This is an optimization exercise on Yosys and OpenROAD, whose aim is small area, a short achievable clock period and few clock cycles, not a production implementation.
Only simulation tests tie the RTL to the original design; equivalence was not proved.

== raven ==
Design CHIP, start of the top module:
module CHIP(clk,
            rst_n,
            mem_wen_D,
            mem_addr_D,
            mem_wdata_D,
            mem_rdata_D,
            mem_addr_I,
            mem_rdata_I
    );
    input         clk, rst_n ;
    output        mem_wen_D  ;
    output [31:0] mem_addr_D ;
    output [31:0] mem_wdata_D;
    input  [31:0] mem_rdata_D;
    output [31:0] mem_addr_I ;
    input  [31:0] mem_rdata_I;
    reg  [31:0] pcF;
    reg  [31:0] irD;
    reg  [7:0]  pdD;            
    reg         vD;
    reg  [32:0] A;
    reg  [31:0] B, S;
    reg  [ 4:0] rdE;
    reg         wE, eAdd, eSub, eXor, eSlt, eSll, eSra, eLnk;
    reg         ldE, stE, brE, geE, jrE, mulE, divE;
    reg         fA, fB, fS;     
    reg         kE;             
    reg         dRun;           
    reg         dLast;          
    reg         dAl;            
    reg  [ 5:0] zaR, zbR;       
    reg  [ 4:0] dCnt;
    reg  [31:0] R, WD;          
    reg  [31:0] MC;             
    reg  [ 4:0] rdM;
    reg         wM, stM, ldM, mulM;
    assign mem_addr_I  = pcF;
    assign mem_addr_D  = R;
    assign mem_wdata_D = WD;
    assign mem_wen_D   = stM;
    wire [6:0] op  = irD[6:0];
    wire [2:0] f3  = irD[14:12];
    wire [4:0] rs1 = irD[19:15];
    wire [4:0] rs2 = irD[24:20];
    wire [4:0] rd  = irD[11:7];
    function [7:0] predecode;
        input [6:0] o;
        begin
            predecode = {o[3],                               
                         o[6] & o[2] & ~o[3],                
                         o[6] & ~o[2],                       
                         ~o[6] & o[2],                       
                         ~o[6] & o[5] & o[4],                
                         ~o[6] & o[5] & ~o[4],               
                         ~o[6] & ~o[5] & o[4] & ~o[2],       
                         ~o[6] & ~o[5] & ~o[4] & ~o[2]};     
        end
    endfunction
    wire dJal   = pdD[7];
    wire dJalr  = pdD[6];
    wire dBr    = pdD[5];
    wire dAuipc = pdD[4];
    wire dR     = pdD[3];
    wire dSt    = pdD[2];
    wire dI     = pdD[1];
    wire dLd    = pdD[0];
    wire dMD    = dR & irD[25];
    wire dMul   = dMD & ~f3[2];
    wire dDiv   = dMD & f3[2];
  ...
==> flow/config.mk <==
export PLATFORM = sky130hd
export DESIGN_NAME = CHIP
export DESIGN_NICKNAME = CHIP
export VERILOG_FILES = /design/flow/design.v
export SDC_FILE = /design/flow/constraint.sdc
export NUM_CORES = 8
export LEC_CHECK = 0
export CAP_MARGIN = 60
export CORE_MARGIN = 2
export CORE_UTILIZATION = 60
export CTS_CLUSTER_DIAMETER = 60
export CTS_CLUSTER_SIZE = 20
export SLEW_MARGIN = 60
==> flow/constraint.sdc <==
create_clock -name core_clock -period 16.5 [get_ports {clk}]
set_input_delay 3.3000 -clock core_clock [delete_from_list [all_inputs] [get_ports {clk}]]
set_output_delay 3.3000 -clock core_clock [all_outputs]
set_load 0.01 [all_outputs]
standard.sh (not shown) runs the stock make flow with config.mk's settings and CLKGATE_MAP_FILE= SYNTH_SCRIPT=/design/flow/synth_recipe.tcl, a recipe that flattens the netlist after the stock synthesis.
==> flow/flow/run.sh <==
#!/bin/bash
# The standard layout, except that the input and output ports are buffered
# with buf_4 cells rather than the weakest buffer the placer would pick.
# Each ORFS step keeps its own log under orfs/logs/; make's whole output is
# also kept in flow_make.log here.
set -euo pipefail
bash standard.sh finish "BUFFER_PORTS_ARGS=-buffer_cell sky130_fd_sc_hd__buf_4" > flow_make.log 2>&1
Testbench counts of raven, summed over its fixed seeds: cycles 30,761.
Inputs modified between raven and yarrow:
Settings: CORE_UTILIZATION: 60 -> 80.
--- outcome ---
Re I/O pin total: no difference whatsoever between raven and yarrow.
raven -> yarrow: netlist area before placement flat
Summary: post-placement worst setup slack, yarrow worse than raven
As far as number of flops mapped to enable cells by yosys goes, raven and yarrow are indistinguishable; the numbers are identical.
Cmp yarrow and raven / horizontal die dimension / higher: raven
Going from raven to yarrow, placer's final routability congestion estimate grew by a few percent.
yarrow got as far as 5_1_grt, where a tool error ended the run.
raven reached the final stage; the timing, design-rule and antenna checks on its layout passed.

static timing again, ports no longer ideal:
The results above use ideal ports. As a check the final layout listed here was re-extracted and re-timed, cells and wires unchanged. Step 1: set_driving_cell puts a clkbuf_16 on clk and a buf_2 on each other input, an assumption about the parent block. Step 2 also shifts input and output timing later by t, the mid clock arrival at the registers, as if the neighbouring blocks saw the same clock. Slacks: no drivers / after step 1 / after step 2; pairs: no drivers / after step 1.
run: raven
shift t [ns]: 0.879
setup slack, ns: 11.345 / 11.339 / 11.041
hold slack, ns: 0.455 / 0.455 / 0.455
After both steps setup and hold are still met in raven. The setup slack of raven moves by -0.006 ns with the drivers and by -0.304 ns with both steps.
